Context: an optimization exercise on an open-source flow, tuned for small area, a short achievable clock period and few clock cycles per item. The choices shown serve that exercise and are no tape-out recipe.
In this exercise RTL edits were held to simulation tests only and were not proved equivalent to the original.

==> v3 <==
==> flow/design.v <==
`timescale 1ns / 1ps
`default_nettype none
module aes_sbox(
    input wire [7:0] a,
    output wire [7:0] y
);
    wire x0 = a[7], x1 = a[6], x2 = a[5], x3 = a[4], x4 = a[3], x5 = a[2], x6 = a[1], x7 = a[0];
    wire y14;
    wire y13;
    wire y9;
    wire y8;
    wire t0;
    wire y1;
    wire y4;
    wire y12;
    wire y2;
    wire y5;
    wire y3;
    wire t1;
    wire y15;
    wire y20;
    wire y6;
    wire y10;
    wire y11;
    wire y7;
    wire y17;
    wire y19;
    wire y16;
    wire y21;
    wire y18;
    wire t2;
    wire t3;
    wire t4;
    wire t5;
    wire t6;
    wire t7;
    wire t8;
    wire t9;
    wire t10;
    wire t11;
    wire t12;
    wire t13;
    wire t14;
    wire t15;
    wire t16;
    wire t17;
    wire t18;
    wire t19;
    wire t20;
    wire t21;
    wire t22;
    wire t23;
    wire t24;
    wire t25;
    wire t26;
    wire t27;
    wire t28;
    wire t29;
    wire t30;
    wire t31;
    wire t32;
    wire t33;
    wire t34;
    wire t35;
    wire t36;
    wire t37;
    wire t38;
    wire t39;
    wire t40;
    wire t41;
    wire t42;
    wire t43;
    wire t44;
    wire t45;
    wire z0;
    wire z1;
    wire z2;
    wire z3;
    wire z4;
    wire z5;
    wire z6;
    wire z7;
    wire z8;
    wire z9;
    wire z10;
    wire z11;
    wire z12;
    wire z13;
    wire z14;
    wire z15;
    wire z16;
    wire z17;
    wire t46;
    wire t47;
    wire t48;
    wire t49;
    wire t50;
    wire t51;
    wire t52;
    wire t53;
    wire t54;
    wire t55;
    wire t56;
    wire t57;
    wire t58;
    wire t59;
    wire t60;
    wire t61;
    wire t62;
    wire t63;
    wire t64;
    wire t65;
    wire t66;
    wire s0;
    wire s6;
    wire s7;
    wire t67;
    wire s3;
    wire s4;
    wire s5;
    wire s1;
    wire s2;
    assign y14 = x3 ^ x5;
    assign y13 = x0 ^ x6;
    assign y9 = x0 ^ x3;
    assign y8 = x0 ^ x5;
    assign t0 = x1 ^ x2;
    assign y1 = t0 ^ x7;
    assign y4 = y1 ^ x3;
    assign y12 = y13 ^ y14;
    assign y2 = y1 ^ x0;
    assign y5 = y1 ^ x6;
    assign y3 = y5 ^ y8;
    assign t1 = x4 ^ y12;
    assign y15 = t1 ^ x5;
    assign y20 = t1 ^ x1;
    assign y6 = y15 ^ x7;
    assign y10 = y15 ^ t0;
    assign y11 = y20 ^ y9;
    assign y7 = x7 ^ y11;
    assign y17 = y10 ^ y11;
    assign y19 = y10 ^ y8;
    assign y16 = t0 ^ y11;
    assign y21 = y13 ^ y16;
    assign y18 = x0 ^ y16;
    assign t2 = y12 & y15;
    assign t3 = y3 & y6;
    assign t4 = t3 ^ t2;
    assign t5 = y4 & x7;
    assign t6 = t5 ^ t2;
    assign t7 = y13 & y16;
    assign t8 = y5 & y1;
    assign t9 = t8 ^ t7;
    assign t10 = y2 & y7;
    assign t11 = t10 ^ t7;
    assign t12 = y9 & y11;
    assign t13 = y14 & y17;
    assign t14 = t13 ^ t12;
    assign t15 = y8 & y10;
    assign t16 = t15 ^ t12;
    assign t17 = t4 ^ t14;
    assign t18 = t6 ^ t16;
    assign t19 = t9 ^ t14;
    assign t20 = t11 ^ t16;
    assign t21 = t17 ^ y20;
    assign t22 = t18 ^ y19;
    assign t23 = t19 ^ y21;
    assign t24 = t20 ^ y18;
    assign t25 = t21 ^ t22;
    assign t26 = t21 & t23;
    assign t27 = t24 ^ t26;
    assign t28 = t25 & t27;
    assign t29 = t28 ^ t22;
    assign t30 = t23 ^ t24;
    assign t31 = t22 ^ t26;
    assign t32 = t31 & t30;
    assign t33 = t32 ^ t24;
    assign t34 = t23 ^ t33;
    assign t35 = t27 ^ t33;
    assign t36 = t24 & t35;
    assign t37 = t36 ^ t34;
    assign t38 = t27 ^ t36;
    assign t39 = t29 & t38;
    assign t40 = t25 ^ t39;
    assign t41 = t40 ^ t37;
    assign t42 = t29 ^ t33;
    assign t43 = t29 ^ t40;
    assign t44 = t33 ^ t37;
    assign t45 = t42 ^ t41;
    assign z0 = t44 & y15;
    assign z1 = t37 & y6;
    assign z2 = t33 & x7;
    assign z3 = t43 & y16;
    assign z4 = t40 & y1;
    assign z5 = t29 & y7;
    assign z6 = t42 & y11;
    assign z7 = t45 & y17;
    assign z8 = t41 & y10;
    assign z9 = t44 & y12;
    assign z10 = t37 & y3;
    assign z11 = t33 & y4;
    assign z12 = t43 & y13;
    assign z13 = t40 & y5;
    assign z14 = t29 & y2;
    assign z15 = t42 & y9;
    assign z16 = t45 & y14;
    assign z17 = t41 & y8;
    assign t46 = z15 ^ z16;
    assign t47 = z10 ^ z11;
    assign t48 = z5 ^ z13;
    assign t49 = z9 ^ z10;
    assign t50 = z2 ^ z12;
    assign t51 = z2 ^ z5;
    assign t52 = z7 ^ z8;
    assign t53 = z0 ^ z3;
    assign t54 = z6 ^ z7;
    assign t55 = z16 ^ z17;
    assign t56 = z12 ^ t48;
    assign t57 = t50 ^ t53;
    assign t58 = z4 ^ t46;
    assign t59 = z3 ^ t54;
    assign t60 = t46 ^ t57;
    assign t61 = z14 ^ t57;
    assign t62 = t52 ^ t58;
    assign t63 = t49 ^ t58;
    assign t64 = z4 ^ t59;
    assign t65 = t61 ^ t62;
    assign t66 = z1 ^ t63;
    assign s0 = t59 ^ t63;
    assign s6 = t56 ^ ~t62;
    assign s7 = t48 ^ ~t60;
    assign t67 = t64 ^ t65;
    assign s3 = t53 ^ t66;
    assign s4 = t51 ^ t66;
    assign s5 = t47 ^ t65;
    assign s1 = t64 ^ ~s3;
    assign s2 = t55 ^ ~t67;
    assign y = {s0, s1, s2, s3, s4, s5, s6, s7};
endmodule
`default_nettype wire
`timescale 1ns / 1ps
`default_nettype none
module cipher(
    input wire clk_in,
    input wire rst_in,
    input wire start,
    input wire [127:0] block_in,
    input wire [127:0] key_in,
    output logic [127:0] result_out,
    output logic valid_out
);
    logic [127:0] state;
    logic [127:0] round_key;
    logic [3:0] round;   
    assign result_out = state;
    function automatic [7:0] byte_at(input [127:0] x, input integer r, input integer c);
        byte_at = x[127 - 8 * (4 * r + c) -: 8];
    endfunction
    function automatic [7:0] xtime(input [7:0] a);
        xtime = {a[6:0], 1'b0} ^ (a[7] ? 8'h1b : 8'h00);
    endfunction
    logic [7:0] rcon;
    always_comb begin
        case (round)
            4'd1: rcon = 8'h01;
            4'd2: rcon = 8'h02;
            4'd3: rcon = 8'h04;
            4'd4: rcon = 8'h08;
            4'd5: rcon = 8'h10;
            4'd6: rcon = 8'h20;
            4'd7: rcon = 8'h40;
            4'd8: rcon = 8'h80;
            4'd9: rcon = 8'h1b;
            default: rcon = 8'h36;
        endcase
    end
    wire last = (round == 4'd10);
    logic [127:0] next_key;
    genvar r, c;
    generate
        for (r = 0; r < 4; r = r + 1) begin : g_key
            wire [7:0] sub;
            aes_sbox ks(.a(byte_at(round_key, (r + 1) % 4, 3)), .y(sub));
            wire [7:0] t = (r == 0) ? (sub ^ rcon) : sub;
            wire [7:0] k0 = byte_at(round_key, r, 0);
            wire [7:0] k1 = byte_at(round_key, r, 1);
            wire [7:0] k2 = byte_at(round_key, r, 2);
            wire [7:0] k3 = byte_at(round_key, r, 3);
            assign next_key[127 - 8 * (4 * r + 0) -: 8] = k0 ^ t;
            assign next_key[127 - 8 * (4 * r + 1) -: 8] = (k0 ^ k1) ^ t;
            assign next_key[127 - 8 * (4 * r + 2) -: 8] = (k0 ^ k1 ^ k2) ^ t;
            assign next_key[127 - 8 * (4 * r + 3) -: 8] = (k0 ^ k1 ^ k2 ^ k3) ^ t;
        end
        logic [127:0] shifted;
        for (r = 0; r < 4; r = r + 1) begin : g_row
            for (c = 0; c < 4; c = c + 1) begin : g_col
                aes_sbox sb(.a(byte_at(state, r, (c + r) % 4)),
                            .y(shifted[127 - 8 * (4 * r + c) -: 8]));
            end
        end
        logic [127:0] mixed;
        for (c = 0; c < 4; c = c + 1) begin : g_mix
            wire [7:0] a0 = byte_at(shifted, 0, c);
            wire [7:0] a1 = byte_at(shifted, 1, c);
            wire [7:0] a2 = byte_at(shifted, 2, c);
            wire [7:0] a3 = byte_at(shifted, 3, c);
            wire [7:0] tot = a0 ^ a1 ^ a2 ^ a3;
            wire [7:0] m0 = tot ^ xtime(a0 ^ a1);
            wire [7:0] m1 = tot ^ xtime(a1 ^ a2);
            wire [7:0] m2 = tot ^ xtime(a2 ^ a3);
            wire [7:0] m3 = tot ^ xtime(a3 ^ a0);
            assign mixed[127 - 8 * (4 * 0 + c) -: 8] = a0 ^ (last ? 8'h00 : m0);
            assign mixed[127 - 8 * (4 * 1 + c) -: 8] = a1 ^ (last ? 8'h00 : m1);
            assign mixed[127 - 8 * (4 * 2 + c) -: 8] = a2 ^ (last ? 8'h00 : m2);
            assign mixed[127 - 8 * (4 * 3 + c) -: 8] = a3 ^ (last ? 8'h00 : m3);
        end
    endgenerate
    wire [127:0] key_sel = start ? key_in : next_key;
    wire [127:0] data_sel = start ? block_in : mixed;
    always_ff @(posedge clk_in) begin
        state <= data_sel ^ key_sel;
        round_key <= key_sel;
    end
    always_ff @(posedge clk_in) begin
        if (rst_in) begin
            round <= 4'd0;
            valid_out <= 1'b0;
        end else begin
            valid_out <= last;
            if (start) round <= 4'd1;
            else if (last) round <= 4'd0;
            else if (round != 4'd0) round <= round + 4'd1;
        end
    end
endmodule
`default_nettype wire
==> flow/run.sh <==
#!/bin/bash
# synth_recipe.tcl (not shown) runs the flow's synth.tcl, then flattens the netlist and writes it again
# the make line also repeats each setting of config.mk as NAME=value (left out here)
make -C /OpenROAD-flow-scripts/flow DESIGN_CONFIG=/design/flow/config.mk WORK_HOME=/design/flow/orfs CLKGATE_MAP_FILE= SYNTH_SCRIPT=/design/flow/synth_recipe.tcl finish
==> flow/config.mk <==
export PLATFORM = sky130hd
export DESIGN_NAME = cipher
export DESIGN_NICKNAME = cipher
export VERILOG_FILES = /design/flow/design.v
export SDC_FILE = /design/flow/constraint.sdc
export NUM_CORES = 4
export LEC_CHECK = 0
export CAP_MARGIN = 30
export CORE_MARGIN = 2
export CORE_UTILIZATION = 40
export SLEW_MARGIN = 40
==> flow/constraint.sdc <==
create_clock -name core_clock -period 7.0 [get_ports {clk_in}]
set_input_delay 1.4000 -clock core_clock [delete_from_list [all_inputs] [get_ports {clk_in}]]
set_output_delay 1.4000 -clock core_clock [all_outputs]
set_load 0.01 [all_outputs]
==> inputs of v8, as changes to v3 <==
==> flow/design.v (replaced) <==
`timescale 1ns / 1ps
`default_nettype none
module aes_sbox(
    input wire [7:0] a,
    output wire [7:0] y
);
    localparam [255:0] T0 = 256'h4f1ead396f247a0410bdb210c006eab568ab4bfa8acb7a13b14ede67096c6eed;
    localparam [255:0] T1 = 256'hc870974094ead8a96a450b2ef33486b4e61a4c5e97816f7a7bae007d4c53fc7d;
    localparam [255:0] T2 = 256'hac39b6c0d6ce2efc577d64e03b0c3ffb23a869a2a428c424a16387fb3b48b4c6;
    localparam [255:0] T3 = 256'h4e9ddb76c892fb1be9da849cf6ac6c1b2568ea2effa8527d109020a2193d586a;
    localparam [255:0] T4 = 256'hf210a3aece472e532624b286bc48ecb4f7f17a494ce30f58c2b0f97752b8b11e;
    localparam [255:0] T5 = 256'h54b248130b4f256f7d8dcc4706319e086bc2aa4e0d787aa4f8045f7b6d98dd7f;
    localparam [255:0] T6 = 256'h21e0b833255917823f6bcb91b30db559e4851b3bf3ab2560980a3cc2c2fdb4ff;
    localparam [255:0] T7 = 256'h52379de7b844e3e14cb3770196ca0329e7bac28f866aac825caa2ec7bf977090;
    assign y[0] = T0[a];
    assign y[1] = T1[a];
    assign y[2] = T2[a];
    assign y[3] = T3[a];
    assign y[4] = T4[a];
    assign y[5] = T5[a];
    assign y[6] = T6[a];
    assign y[7] = T7[a];
endmodule
`default_nettype wire
`timescale 1ns / 1ps
`default_nettype none
module cipher(
    input wire clk_in,
    input wire rst_in,
    input wire start,
    input wire [127:0] block_in,
    input wire [127:0] key_in,
    output logic [127:0] result_out,
    output logic valid_out
);
    logic [127:0] state;
    logic [127:0] round_key;
    logic [3:0] round;   
    assign result_out = state;
    function automatic [7:0] byte_at(input [127:0] x, input integer r, input integer c);
        byte_at = x[127 - 8 * (4 * r + c) -: 8];
    endfunction
    function automatic [7:0] xtime(input [7:0] a);
        xtime = {a[6:0], 1'b0} ^ (a[7] ? 8'h1b : 8'h00);
    endfunction
    logic [7:0] rcon;
    always_comb begin
        case (round)
            4'd1: rcon = 8'h01;
            4'd2: rcon = 8'h02;
            4'd3: rcon = 8'h04;
            4'd4: rcon = 8'h08;
            4'd5: rcon = 8'h10;
            4'd6: rcon = 8'h20;
            4'd7: rcon = 8'h40;
            4'd8: rcon = 8'h80;
            4'd9: rcon = 8'h1b;
            default: rcon = 8'h36;
        endcase
    end
    wire last = (round == 4'd10);
    logic [127:0] next_key;
    genvar r, c;
    generate
        for (r = 0; r < 4; r = r + 1) begin : g_key
            wire [7:0] sub;
            aes_sbox ks(.a(byte_at(round_key, (r + 1) % 4, 3)), .y(sub));
            wire [7:0] t = (r == 0) ? (sub ^ rcon) : sub;
            wire [7:0] k0 = byte_at(round_key, r, 0);
            wire [7:0] k1 = byte_at(round_key, r, 1);
            wire [7:0] k2 = byte_at(round_key, r, 2);
            wire [7:0] k3 = byte_at(round_key, r, 3);
            assign next_key[127 - 8 * (4 * r + 0) -: 8] = k0 ^ t;
            assign next_key[127 - 8 * (4 * r + 1) -: 8] = (k0 ^ k1) ^ t;
            assign next_key[127 - 8 * (4 * r + 2) -: 8] = (k0 ^ k1 ^ k2) ^ t;
            assign next_key[127 - 8 * (4 * r + 3) -: 8] = (k0 ^ k1 ^ k2 ^ k3) ^ t;
        end
        logic [127:0] shifted;
        for (r = 0; r < 4; r = r + 1) begin : g_row
            for (c = 0; c < 4; c = c + 1) begin : g_col
                aes_sbox sb(.a(byte_at(state, r, (c + r) % 4)),
                            .y(shifted[127 - 8 * (4 * r + c) -: 8]));
            end
        end
        logic [127:0] mixed;
        for (c = 0; c < 4; c = c + 1) begin : g_mix
            wire [7:0] a0 = byte_at(shifted, 0, c);
            wire [7:0] a1 = byte_at(shifted, 1, c);
            wire [7:0] a2 = byte_at(shifted, 2, c);
            wire [7:0] a3 = byte_at(shifted, 3, c);
            wire [7:0] tot = a0 ^ a1 ^ a2 ^ a3;
            wire [7:0] m0 = tot ^ xtime(a0 ^ a1);
            wire [7:0] m1 = tot ^ xtime(a1 ^ a2);
            wire [7:0] m2 = tot ^ xtime(a2 ^ a3);
            wire [7:0] m3 = tot ^ xtime(a3 ^ a0);
            assign mixed[127 - 8 * (4 * 0 + c) -: 8] = a0 ^ (last ? 8'h00 : m0);
            assign mixed[127 - 8 * (4 * 1 + c) -: 8] = a1 ^ (last ? 8'h00 : m1);
            assign mixed[127 - 8 * (4 * 2 + c) -: 8] = a2 ^ (last ? 8'h00 : m2);
            assign mixed[127 - 8 * (4 * 3 + c) -: 8] = a3 ^ (last ? 8'h00 : m3);
        end
    endgenerate
    wire [127:0] key_sel = start ? key_in : next_key;
    wire [127:0] data_sel = start ? block_in : mixed;
    always_ff @(posedge clk_in) begin
        state <= data_sel ^ key_sel;
        round_key <= key_sel;
    end
    always_ff @(posedge clk_in) begin
        if (rst_in) begin
            round <= 4'd0;
            valid_out <= 1'b0;
        end else begin
            valid_out <= last;
            if (start) round <= 4'd1;
            else if (last) round <= 4'd0;
            else if (round != 4'd0) round <= round + 4'd1;
        end
    end
endmodule
`default_nettype wire
--- a/flow/config.mk
+++ b/flow/config.mk
@@ -5,6 +5,7 @@
 export SDC_FILE = /design/flow/constraint.sdc
 export NUM_CORES = 4
 export LEC_CHECK = 0
+export ABC_AREA = 1
 export CAP_MARGIN = 30
 export CORE_MARGIN = 2
 export CORE_UTILIZATION = 40
==> inputs of v13, as changes to v3 <==
--- a/flow/design.v
+++ b/flow/design.v
@@ -298,7 +298,7 @@
                             .y(shifted[127 - 8 * (4 * r + c) -: 8]));
             end
         end
-        logic [127:0] mixed;
+        logic [127:0] next_state;
         for (c = 0; c < 4; c = c + 1) begin : g_mix
             wire [7:0] a0 = byte_at(shifted, 0, c);
             wire [7:0] a1 = byte_at(shifted, 1, c);
@@ -309,17 +309,20 @@
             wire [7:0] m1 = tot ^ xtime(a1 ^ a2);
             wire [7:0] m2 = tot ^ xtime(a2 ^ a3);
             wire [7:0] m3 = tot ^ xtime(a3 ^ a0);
-            assign mixed[127 - 8 * (4 * 0 + c) -: 8] = a0 ^ (last ? 8'h00 : m0);
-            assign mixed[127 - 8 * (4 * 1 + c) -: 8] = a1 ^ (last ? 8'h00 : m1);
-            assign mixed[127 - 8 * (4 * 2 + c) -: 8] = a2 ^ (last ? 8'h00 : m2);
-            assign mixed[127 - 8 * (4 * 3 + c) -: 8] = a3 ^ (last ? 8'h00 : m3);
+            assign next_state[127 - 8 * (4 * 0 + c) -: 8] = a0 ^ byte_at(next_key, 0, c) ^ (last ? 8'h00 : m0);
+            assign next_state[127 - 8 * (4 * 1 + c) -: 8] = a1 ^ byte_at(next_key, 1, c) ^ (last ? 8'h00 : m1);
+            assign next_state[127 - 8 * (4 * 2 + c) -: 8] = a2 ^ byte_at(next_key, 2, c) ^ (last ? 8'h00 : m2);
+            assign next_state[127 - 8 * (4 * 3 + c) -: 8] = a3 ^ byte_at(next_key, 3, c) ^ (last ? 8'h00 : m3);
         end
     endgenerate
-    wire [127:0] key_sel = start ? key_in : next_key;
-    wire [127:0] data_sel = start ? block_in : mixed;
     always_ff @(posedge clk_in) begin
-        state <= data_sel ^ key_sel;
-        round_key <= key_sel;
+        if (start) begin
+            state <= block_in ^ key_in;
+            round_key <= key_in;
+        end else begin
+            state <= next_state;
+            round_key <= next_key;
+        end
     end
     always_ff @(posedge clk_in) begin
         if (rst_in) begin
==> summary of the runs <==
Final cell count: v8 > v3 > v13. Hold slack, lowest first: v8, v3, v13. Via count, highest first: v8, v3, v13. Area after synthesis, highest first: v8, v13, v3. Against v8, the global-route usage of v3 is lower by 12 points.
==> figures <==
item	v8	v13	v3
Setup repair after global routing missed its margin	no	yes	yes
Net Count, Synth	17000	6920	7131
Fraction of synthesized area in multiplexers	0.0122%	5.04%	4.17%
Sequential fraction of the synthesis area	6.37%	9.65%	9.85%
Final non-filler cell area	87700 um^2	67800 um^2	68400 um^2
Outcome	finished clean	finished clean	finished clean
First-pass GRT wire length	754 mm	343 mm	362 mm
Die Y-Extent	457 um	372 um	368 um
R2R cell count	19	21	28
Testbench counts of v3, summed over its fixed seeds: cycles 3,072, blocks 256.
Testbench counts of v8, summed over its fixed seeds: cycles 3,072, blocks 256.
Testbench counts of v13, summed over its fixed seeds: cycles 3,072, blocks 256.

==> afterwards: timing with drivers on the ports <==
In the flow no input, the clock included, has a driving cell. The finished layouts below were timed again as built, in two steps.
Step 1 assumes that a clkbuf_16 drives the clock port and a buf_2 every other input.
Step 2 also shifts input and output timing later by t, the mid clock arrival at the registers, as if the neighbouring blocks saw the same clock.
Slacks: no drivers / after step 1 / after step 2; pairs: no drivers / after step 1.
run	shift t [ns]	setup WS [ns]	worst register clock-pin slew, ns
v3	0.667	0.173 / 0.173 / 0.173	0.08 / 0.08
v8	0.767	1.757 / 1.757 / 1.757	0.08 / 0.08
v13	0.677	0.177 / 0.177 / 0.177	0.07 / 0.07
After both steps setup and hold are still met in every run listed.
